Context: an optimization exercise on an open-source flow, tuned for small area and a short achievable clock period. The choices shown serve that exercise and are no tape-out recipe.
In this exercise RTL edits were held to simulation tests only and were not proved equivalent to the original.

## before
==> flow/design.v (excerpt) <==
module intt4point(
    input clk, rst,
    input [15:0] in0, in1, in2, in3,
    output [15:0] out0, out1, out2, out3
);
  wire s1 = in0[0] ^ in2[0];
  wire c2 = in0[0] & in2[0];
  wire s3 = in0[1] ^ in2[1] ^ c2;
  wire c4 = (in0[1] & in2[1]) | (in0[1] & c2) | (in2[1] & c2);
  wire s5 = in0[2] ^ in2[2] ^ c4;
  wire c6 = (in0[2] & in2[2]) | (in0[2] & c4) | (in2[2] & c4);
  wire s7 = in0[3] ^ in2[3] ^ c6;
  wire c8 = (in0[3] & in2[3]) | (in0[3] & c6) | (in2[3] & c6);
  wire s9 = in0[4] ^ in2[4] ^ c8;
  wire c10 = (in0[4] & in2[4]) | (in0[4] & c8) | (in2[4] & c8);
  wire s11 = in0[5] ^ in2[5] ^ c10;
  wire c12 = (in0[5] & in2[5]) | (in0[5] & c10) | (in2[5] & c10);
  wire s13 = in0[6] ^ in2[6] ^ c12;
  wire c14 = (in0[6] & in2[6]) | (in0[6] & c12) | (in2[6] & c12);
  wire s15 = in0[7] ^ in2[7] ^ c14;
  wire c16 = (in0[7] & in2[7]) | (in0[7] & c14) | (in2[7] & c14);
  wire s17 = in0[8] ^ in2[8] ^ c16;
  wire c18 = (in0[8] & in2[8]) | (in0[8] & c16) | (in2[8] & c16);
  wire s19 = in0[9] ^ in2[9] ^ c18;
  wire c20 = (in0[9] & in2[9]) | (in0[9] & c18) | (in2[9] & c18);
  wire s21 = in0[10] ^ in2[10] ^ c20;
  wire c22 = (in0[10] & in2[10]) | (in0[10] & c20) | (in2[10] & c20);
  wire s23 = in0[11] ^ in2[11] ^ c22;
  wire c24 = (in0[11] & in2[11]) | (in0[11] & c22) | (in2[11] & c22);
  wire s25 = in0[12] ^ in2[12] ^ c24;
  wire c26 = (in0[12] & in2[12]) | (in0[12] & c24) | (in2[12] & c24);
  wire s27 = in1[0] ^ in3[0];
  wire c28 = in1[0] & in3[0];
  wire s29 = in1[1] ^ in3[1] ^ c28;
  wire c30 = (in1[1] & in3[1]) | (in1[1] & c28) | (in3[1] & c28);
  wire s31 = in1[2] ^ in3[2] ^ c30;
  wire c32 = (in1[2] & in3[2]) | (in1[2] & c30) | (in3[2] & c30);
  wire s33 = in1[3] ^ in3[3] ^ c32;
  wire c34 = (in1[3] & in3[3]) | (in1[3] & c32) | (in3[3] & c32);
  wire s35 = in1[4] ^ in3[4] ^ c34;
  wire c36 = (in1[4] & in3[4]) | (in1[4] & c34) | (in3[4] & c34);
  wire s37 = in1[5] ^ in3[5] ^ c36;
  wire c38 = (in1[5] & in3[5]) | (in1[5] & c36) | (in3[5] & c36);
  wire s39 = in1[6] ^ in3[6] ^ c38;
  ...
clock: 95.0 ns
lec_check: 0
cap_margin: 20
core_margin: 2
core_utilization: 75
cts_buf_list: sky130_fd_sc_hd__clkbuf_8
slew_margin: 60
standard.sh (not shown) runs the stock make flow with config.mk's settings and CLKGATE_MAP_FILE= SYNTH_SCRIPT=/design/flow/synth_recipe.tcl, a recipe that flattens the netlist after the stock synthesis.
==> flow/flow/run.sh <==
#!/bin/bash
# Standard ORFS layout, with one extra step between synthesis and floorplan:
# flow/fixinv.py removes inverters between full adders by flipping the
# polarity of self-dual full-adder cells (registers and ports untouched).
# Port buffers are plain sky130 buf_1 cells instead of the delay buffer that
# buffer_ports picks by default; every input and output still gets its buffer.
set -euo pipefail
export BUFFER_PORTS_ARGS="-buffer_cell sky130_fd_sc_hd__buf_1"
cd "$(dirname "$0")/.."
R=orfs/results/${FLOW_PLATFORM:-sky130hd}/intt4point/base
bash standard.sh synth > synth.log 2>&1
cp $R/1_2_yosys.v 1_2_yosys.orig.v
python3 flow/fixinv.py 1_2_yosys.orig.v $R/1_2_yosys.v > fixinv.log 2>&1
rm -f $R/1_synth.odb $R/1_synth.sdc
bash standard.sh > layout.log 2>&1
Other scripts of this flow, unchanged in this note and not shown: flow/flow/fixinv.py
before has completed all stages; timing, DRC and antenna checks passed.
--- input diff before..after ---
--- a/flow/flow/run.sh
+++ b/flow/flow/run.sh
@@ -4,6 +4,6 @@
 # polarity of self-dual full-adder cells (registers and ports untouched).
-# Port buffers are plain sky130 buf_1 cells instead of the delay buffer that
+# Port buffers are plain sky130 buf_2 cells instead of the delay buffer that
 # buffer_ports picks by default; every input and output still gets its buffer.
 set -euo pipefail
-export BUFFER_PORTS_ARGS="-buffer_cell sky130_fd_sc_hd__buf_1"
+export BUFFER_PORTS_ARGS="-buffer_cell sky130_fd_sc_hd__buf_2"
 cd "$(dirname "$0")/.."
--- a/flow/config.mk
+++ b/flow/config.mk
@@ -9,3 +9,3 @@
 export CORE_MARGIN = 2
-export CORE_UTILIZATION = 75
+export CORE_UTILIZATION = 60
 export CTS_BUF_LIST = sky130_fd_sc_hd__clkbuf_8
### Flow results
- met3 track demand over resource on after is down relative to before.
- Core outline area delta for after relative to before: about 24% higher
- [after vs before] number of fillers in the final layout: higher in after
- [after] routed wire length fell about 6% relative to before
- On number of placed instances with taps included: after sits above before.
- Changes observed in after relative to before: global-route met1 utilization fell 12 points, met1 wire length fell by 38 um, post-route fraction of the period consumed by the critical path comparable, buffering overhead went up.
- Comparing before with after, the share of cell area taken by flip-flops and latches came out essentially unchanged.

* * *

v32:
Another version of the RTL of intt4point (not shown whole).
For scale: roughly 1,200 cells after synthesis, ~130 I/O pins.
## intt4point
module intt4point(
    input clk, rst,
    input [15:0] in0, in1, in2, in3,
    output [15:0] out0, out1, out2, out3
);
  wire s1 = in0[0] ^ in2[0];
  wire c2 = in0[0] & in2[0];
  wire s3 = in0[1] ^ in2[1] ^ c2;
  wire c4 = (in0[1] & in2[1]) | (in0[1] & c2) | (in2[1] & c2);
  wire s5 = in0[2] ^ in2[2] ^ c4;
  wire c6 = (in0[2] & in2[2]) | (in0[2] & c4) | (in2[2] & c4);
  wire s7 = in0[3] ^ in2[3] ^ c6;
  wire c8 = (in0[3] & in2[3]) | (in0[3] & c6) | (in2[3] & c6);
  wire s9 = in0[4] ^ in2[4] ^ c8;
  wire c10 = (in0[4] & in2[4]) | (in0[4] & c8) | (in2[4] & c8);
  wire s11 = in0[5] ^ in2[5] ^ c10;
  wire c12 = (in0[5] & in2[5]) | (in0[5] & c10) | (in2[5] & c10);
  wire s13 = in0[6] ^ in2[6] ^ c12;
  wire c14 = (in0[6] & in2[6]) | (in0[6] & c12) | (in2[6] & c12);
  wire s15 = in0[7] ^ in2[7] ^ c14;
  wire c16 = (in0[7] & in2[7]) | (in0[7] & c14) | (in2[7] & c14);
  wire s17 = in0[8] ^ in2[8] ^ c16;
  wire c18 = (in0[8] & in2[8]) | (in0[8] & c16) | (in2[8] & c16);
  wire s19 = in0[9] ^ in2[9] ^ c18;
  ...
clock: 95.0 ns
lec_check: 0
cap_margin: 20
core_margin: 2
core_utilization: 60
cts_buf_list: sky130_fd_sc_hd__clkbuf_8
slew_margin: 60
==> flow/flow/run.sh <==
#!/bin/bash
# Standard ORFS layout, with one extra step between synthesis and floorplan:
# flow/fixinv.py removes inverters between full adders by flipping the
# polarity of self-dual full-adder cells (registers and ports untouched).
# Port buffers are plain sky130 buf_2 cells instead of the delay buffer that
# buffer_ports picks by default; every input and output still gets its buffer.
set -euo pipefail
export BUFFER_PORTS_ARGS="-buffer_cell sky130_fd_sc_hd__buf_2"
cd "$(dirname "$0")/.."
R=orfs/results/${FLOW_PLATFORM:-sky130hd}/intt4point/base
bash standard.sh synth > synth.log 2>&1
cp $R/1_2_yosys.v 1_2_yosys.orig.v
python3 flow/fixinv.py 1_2_yosys.orig.v $R/1_2_yosys.v > fixinv.log 2>&1
rm -f $R/1_synth.odb $R/1_synth.sdc
bash standard.sh > layout.log 2>&1
==> flow/flow/fixinv.py <==
#!/usr/bin/env python3
"""Remove inverters between full adders by flipping full-adder polarity.

A full adder is self-dual: FA(~a, ~b, ~c) = (~sum, ~cout). This pass
collapses inverter chains, chooses for every sky130 fa cell whether it
computes the true or the complemented function, and re-inserts only the
inverters the chosen polarities need. Registers, ports and all other cells
are left as they are. usage: fixinv.py IN.v OUT.v
"""
import re, sys
from collections import defaultdict

OUTPINS = {'X', 'Y', 'Q', 'Q_N', 'SUM', 'COUT', 'HI', 'LO'}
src = open(sys.argv[1]).read()
inst_re = re.compile(r'^  (sky130_fd_sc_hd__\w+) (\S+(?: )?) \(\n(.*?)\n  \);\n', re.S | re.M)
pin_re = re.compile(r'\.(\w+)\((.*?)\)(?:,)?$')

cells = []
first = None; last = None
for m in inst_re.finditer(src):
    if first is None: first = m.start()
    last = m.end()
    pins = []
    for line in m.group(3).split('\n'):
        pm = pin_re.match(line.strip())
        if not pm: raise SystemExit('cannot parse pin line: ' + line)
        pins.append([pm.group(1), pm.group(2)])
    cells.append({'type': m.group(1), 'name': m.group(2), 'pins': pins})
head = src[:first]; tail = src[last:]
if inst_re.sub('', src[first:last]).strip():
    raise SystemExit('unparsed text between instances')

ports = set()
for m in re.finditer(r'^\s*(input|output)\s+(?:\[(\d+):(\d+)\]\s+)?(\w+);', head, re.M):
    if m.group(2):
        for i in range(int(m.group(3)), int(m.group(2)) + 1): ports.add(f'{m.group(4)}[{i}]')
    else:
        ports.add(m.group(4))

def is_inv(c):
    return re.match(r'sky130_fd_sc_hd__(clk)?inv_\d+$', c['type']) is not None

driver = {}
for c in cells:
    for p, n in c['pins']:
        if p in OUTPINS: driver[n] = (c, p)

removable = []
for c in cells:
    if is_inv(c):
        pd = dict(c['pins'])
        if pd['Y'] not in ports and pd['A'] != 'clk':
            c['rm'] = True; removable.append(c)

def root(n):
    par = 0
    while n in driver and driver[n][0].get('rm'):
        n = dict(driver[n][0]['pins'])['A']; par ^= 1
    return n, par

fa = [c for c in cells if c['type'].startswith('sky130_fd_sc_hd__fa_')]
for c in fa:
    c['flip'] = 0
    c['can'] = all(n not in ports for p, n in c['pins'] if p in OUTPINS)

# loads: (cell, pin index, root, parity)
loads = defaultdict(list)
for c in cells:
    if c.get('rm'): continue
    for i, (p, n) in enumerate(c['pins']):
        if p in OUTPINS: continue
        r, par = root(n)
        loads[r].append((c, i, par))
# roots whose logical value is required at a port through a removed inverter chain cannot happen
# (inverters driving ports are kept).

ha_in = {}   # id(ha) -> {'A': (root, par), 'B': (root, par)}
for c in cells:
    if c.get('rm') or not c['type'].startswith('sky130_fd_sc_hd__ha_'): continue
    d = {}
    for p, n in c['pins']:
        if p in ('A', 'B'): d[p] = root(n)
    ha_in[id(c)] = d
partner = defaultdict(set)
for d in ha_in.values():
    partner[d['A'][0]].add(d['B'][0]); partner[d['B'][0]].add(d['A'][0])

def rootflip(r):
    d = driver.get(r)
    return d[0].get('flip', 0) if d else 0

def is_ha(c): return c['type'].startswith('sky130_fd_sc_hd__ha_')
def pinneed(c, i, par, r):
    """1 if this load pin needs the complement of root r's physical net."""
    n = par ^ rootflip(r) ^ c.get('flip', 0)
    if n and is_ha(c):
        pa = ha_in[id(c)]
        other = pa['B'] if c['pins'][i][0] == 'A' else pa['A']
        if other[1] ^ rootflip(other[0]):
            return 0     # both inputs complemented: becomes xor2 + nor2
    return n
def need(r):
    return any(pinneed(c, i, par, r) for c, i, par in loads[r])

fa_roots = defaultdict(set)   # fa cell -> roots it touches
for r, ls in loads.items():
    for c, i, par in ls:
        if c in fa: fa_roots[id(c)].add(r)
for c in fa:
    for p, n in c['pins']:
        if p in OUTPINS: fa_roots[id(c)].add(n)
for c in fa:
    extra_r = set()
    for r in fa_roots[id(c)]: extra_r |= partner.get(r, set())
    fa_roots[id(c)] |= extra_r

before = sum(1 for r in loads if need(r))
import random, math
rng = random.Random(1)
flippable = [c for c in fa if c['can']]
def total(): return sum(1 for r in loads if need(r))
def greedy():
    improved = True
    while improved:
        improved = False
        for c in flippable:
            rs = fa_roots[id(c)]
            old = sum(1 for r in rs if need(r))
            c['flip'] ^= 1
            new = sum(1 for r in rs if need(r))
            if new < old: improved = True
            else: c['flip'] ^= 1
greedy()
cur = total(); best = cur; bestf = [c['flip'] for c in flippable]
T = 2.0
steps = 400000 if flippable else 0
for it in range(steps):
    c = rng.choice(flippable)
    rs = fa_roots[id(c)]
    old = sum(1 for r in rs if need(r))
    c['flip'] ^= 1
    new = sum(1 for r in rs if need(r))
    dlt = new - old
    if dlt <= 0 or rng.random() < math.exp(-dlt / T):
        cur += dlt
        if cur < best:
            best = cur; bestf = [x['flip'] for x in flippable]
    else:
        c['flip'] ^= 1
    T = max(0.05, 2.0 * (1 - it / steps))
for c, f in zip(flippable, bestf): c['flip'] = f
greedy()
after = total()

newwires = []; newcells = []
invnet = {}
k = 0
nconv = 0
for c in cells:
    if c.get('rm') or not is_ha(c): continue
    d = ha_in[id(c)]
    if (d['A'][1] ^ rootflip(d['A'][0])) and (d['B'][1] ^ rootflip(d['B'][0])):
        c['conv'] = True; nconv += 1
for r, ls in loads.items():
    f = rootflip(r)
    for c, i, par in ls:
        if c.get('conv'):
            c['pins'][i][1] = r
            continue
        if par ^ f ^ c.get('flip', 0):
            if r not in invnet:
                k += 1
                nn = f'_fixinv_n{k}_'
                invnet[r] = nn; newwires.append(nn)
                newcells.append({'type': 'sky130_fd_sc_hd__inv_1', 'name': f'_fixinv_c{k}_',
                                 'pins': [['A', r], ['Y', nn]]})
            c['pins'][i][1] = invnet[r]
        else:
            c['pins'][i][1] = r

def emit(c):
    if c.get('conv'):
        d = dict(c['pins'])
        return (f'  sky130_fd_sc_hd__xor2_1 {c["name"]}_x (\n    .A({d["A"]}),\n    .B({d["B"]}),\n    .X({d["SUM"]})\n  );\n'
                f'  sky130_fd_sc_hd__nor2_1 {c["name"]}_n (\n    .A({d["A"]}),\n    .B({d["B"]}),\n    .Y({d["COUT"]})\n  );\n')
    body = ',\n'.join(f'    .{p}({n})' for p, n in c['pins'])
    return f'  {c["type"]} {c["name"]} (\n{body}\n  );\n'

out = head.rstrip('\n') + '\n' + ''.join(f'  wire {w};\n' for w in newwires)
out += ''.join(emit(c) for c in cells if not c.get('rm')) + ''.join(emit(c) for c in newcells) + tail
open(sys.argv[2], 'w').write(out)
print(f'fixinv: {len(removable)} inverters removed, {len(newcells)} added; '
      f'{sum(c["flip"] for c in fa)} of {len(fa)} full adders flipped; {nconv} half adders to xor2+nor2; roots needing inverter {before} -> {after}',
      file=sys.stderr)
Setup changes, v32 to v20
Settings: an added CTS_CLUSTER_SIZE of 30; a change of CTS_BUF_LIST from sky130_fd_sc_hd__clkbuf_8 to sky130_fd_sc_hd__clkbuf_4; a change of SLEW_MARGIN from 60 to 20.
--- a/flow/flow/fixinv.py
+++ b/flow/flow/fixinv.py
@@ -77,11 +76,0 @@
-ha_in = {}   # id(ha) -> {'A': (root, par), 'B': (root, par)}
-for c in cells:
-    if c.get('rm') or not c['type'].startswith('sky130_fd_sc_hd__ha_'): continue
-    d = {}
-    for p, n in c['pins']:
-        if p in ('A', 'B'): d[p] = root(n)
-    ha_in[id(c)] = d
-partner = defaultdict(set)
-for d in ha_in.values():
-    partner[d['A'][0]].add(d['B'][0]); partner[d['B'][0]].add(d['A'][0])
-
@@ -92,10 +80,0 @@
-def is_ha(c): return c['type'].startswith('sky130_fd_sc_hd__ha_')
-def pinneed(c, i, par, r):
-    """1 if this load pin needs the complement of root r's physical net."""
-    n = par ^ rootflip(r) ^ c.get('flip', 0)
-    if n and is_ha(c):
-        pa = ha_in[id(c)]
-        other = pa['B'] if c['pins'][i][0] == 'A' else pa['A']
-        if other[1] ^ rootflip(other[0]):
-            return 0     # both inputs complemented: becomes xor2 + nor2
-    return n
@@ -103 +82,2 @@
-    return any(pinneed(c, i, par, r) for c, i, par in loads[r])
+    f = rootflip(r)
+    return any((par ^ f ^ c.get('flip', 0)) for c, i, par in loads[r])
@@ -112,4 +91,0 @@
-for c in fa:
-    extra_r = set()
-    for r in fa_roots[id(c)]: extra_r |= partner.get(r, set())
-    fa_roots[id(c)] |= extra_r
@@ -158,6 +133,0 @@
-nconv = 0
-for c in cells:
-    if c.get('rm') or not is_ha(c): continue
-    d = ha_in[id(c)]
-    if (d['A'][1] ^ rootflip(d['A'][0])) and (d['B'][1] ^ rootflip(d['B'][0])):
-        c['conv'] = True; nconv += 1
@@ -167,3 +136,0 @@
-        if c.get('conv'):
-            c['pins'][i][1] = r
-            continue
@@ -182,4 +148,0 @@
-    if c.get('conv'):
-        d = dict(c['pins'])
-        return (f'  sky130_fd_sc_hd__xor2_1 {c["name"]}_x (\n    .A({d["A"]}),\n    .B({d["B"]}),\n    .X({d["SUM"]})\n  );\n'
-                f'  sky130_fd_sc_hd__nor2_1 {c["name"]}_n (\n    .A({d["A"]}),\n    .B({d["B"]}),\n    .Y({d["COUT"]})\n  );\n')
@@ -193 +156 @@
-      f'{sum(c["flip"] for c in fa)} of {len(fa)} full adders flipped; {nconv} half adders to xor2+nor2; roots needing inverter {before} -> {after}',
+      f'{sum(c["flip"] for c in fa)} of {len(fa)} full adders flipped; roots needing inverter {before} -> {after}',
Results
- v32 has a higher proportion of cell area occupied by registers than v20.
- From v32 to v20 the numbers moved as follows: final non-filler cell area up 0.77%; total vias in the final route lost 31; met1 layer usage reported by global route lower; HPWL reported at the end of detailed placement decreased by 2.1% relative to the old numbers.
- v20 against v32; detailed-route wire length is down by a few percent.
- v20 gives more largest fanout on the critical path than v32 did.
- When v20 is measured against v32, its count of mapped cells out of synthesis turns out 18 higher.
## Diff of input files: v25 against v20
Settings: SLEW_MARGIN changed from 20 to 60; CTS_BUF_LIST removed (was sky130_fd_sc_hd__clkbuf_4); CORE_UTILIZATION changed from 60 to 40; CTS_CLUSTER_SIZE removed (was 30).
--- a/flow/flow/run.sh
+++ b/flow/flow/run.sh
@@ -5,2 +4,0 @@
-# Port buffers are plain sky130 buf_2 cells instead of the delay buffer that
-# buffer_ports picks by default; every input and output still gets its buffer.
@@ -8 +5,0 @@
-export BUFFER_PORTS_ARGS="-buffer_cell sky130_fd_sc_hd__buf_2"
## What came out
- Global-route met1 utilization in v25 is 12 points lower than in v20
- Every stage of the flow completed for v25, and the final layout passed the timing, design-rule and antenna checks.
- Diff v20 -> v25: area growth from synthesis to layout climbed 6.8 points.

## what the ideal ports hide
No port has a modelled driver above. Below, the same layouts with a new extraction and two added sets of constraints.
Step 1: set_driving_cell puts a clkbuf_16 on clk and a buf_2 on each other input, an assumption about the parent block.
Step 2 adds t to the input delays and takes it off the output delays; t is the mean of the earliest and latest rising clock arrival at the registers after step 1. Input paths then give back, and output paths get back, about the clock's delay inside the block.
Slacks: ideal / step 1 / step 2; pairs: ideal / step 1.
| run | t (ns) | slack for setup (ns) | hold WS [ns] | worst setup path at the end | clock arrival spread, ns |
|---|---|---|---|---|---|
| before | 0.373 | 67.735 / 67.704 / 68.077 | 18.997 / 18.997 / 19.370 | register to output | 0.013 / 0.012 |
| after | 0.361 | 67.819 / 67.787 / 68.149 | 19.019 / 19.013 / 19.374 | register to output | 0.010 / 0.009 |
| v32 | 0.363 | 67.716 / 67.685 / 68.048 | 19.013 / 19.009 / 19.372 | register to output | 0.008 / 0.008 |
| v20 | 0.453 | 67.196 / 67.163 / 67.615 | 18.933 / 18.926 / 19.379 | register to output | 0.024 / 0.025 |
| v25 | 0.359 | 67.012 / 66.971 / 67.330 | 19.062 / 19.054 / 19.413 | register to output | 0.006 / 0.006 |
After both steps setup and hold are still met in every run listed.
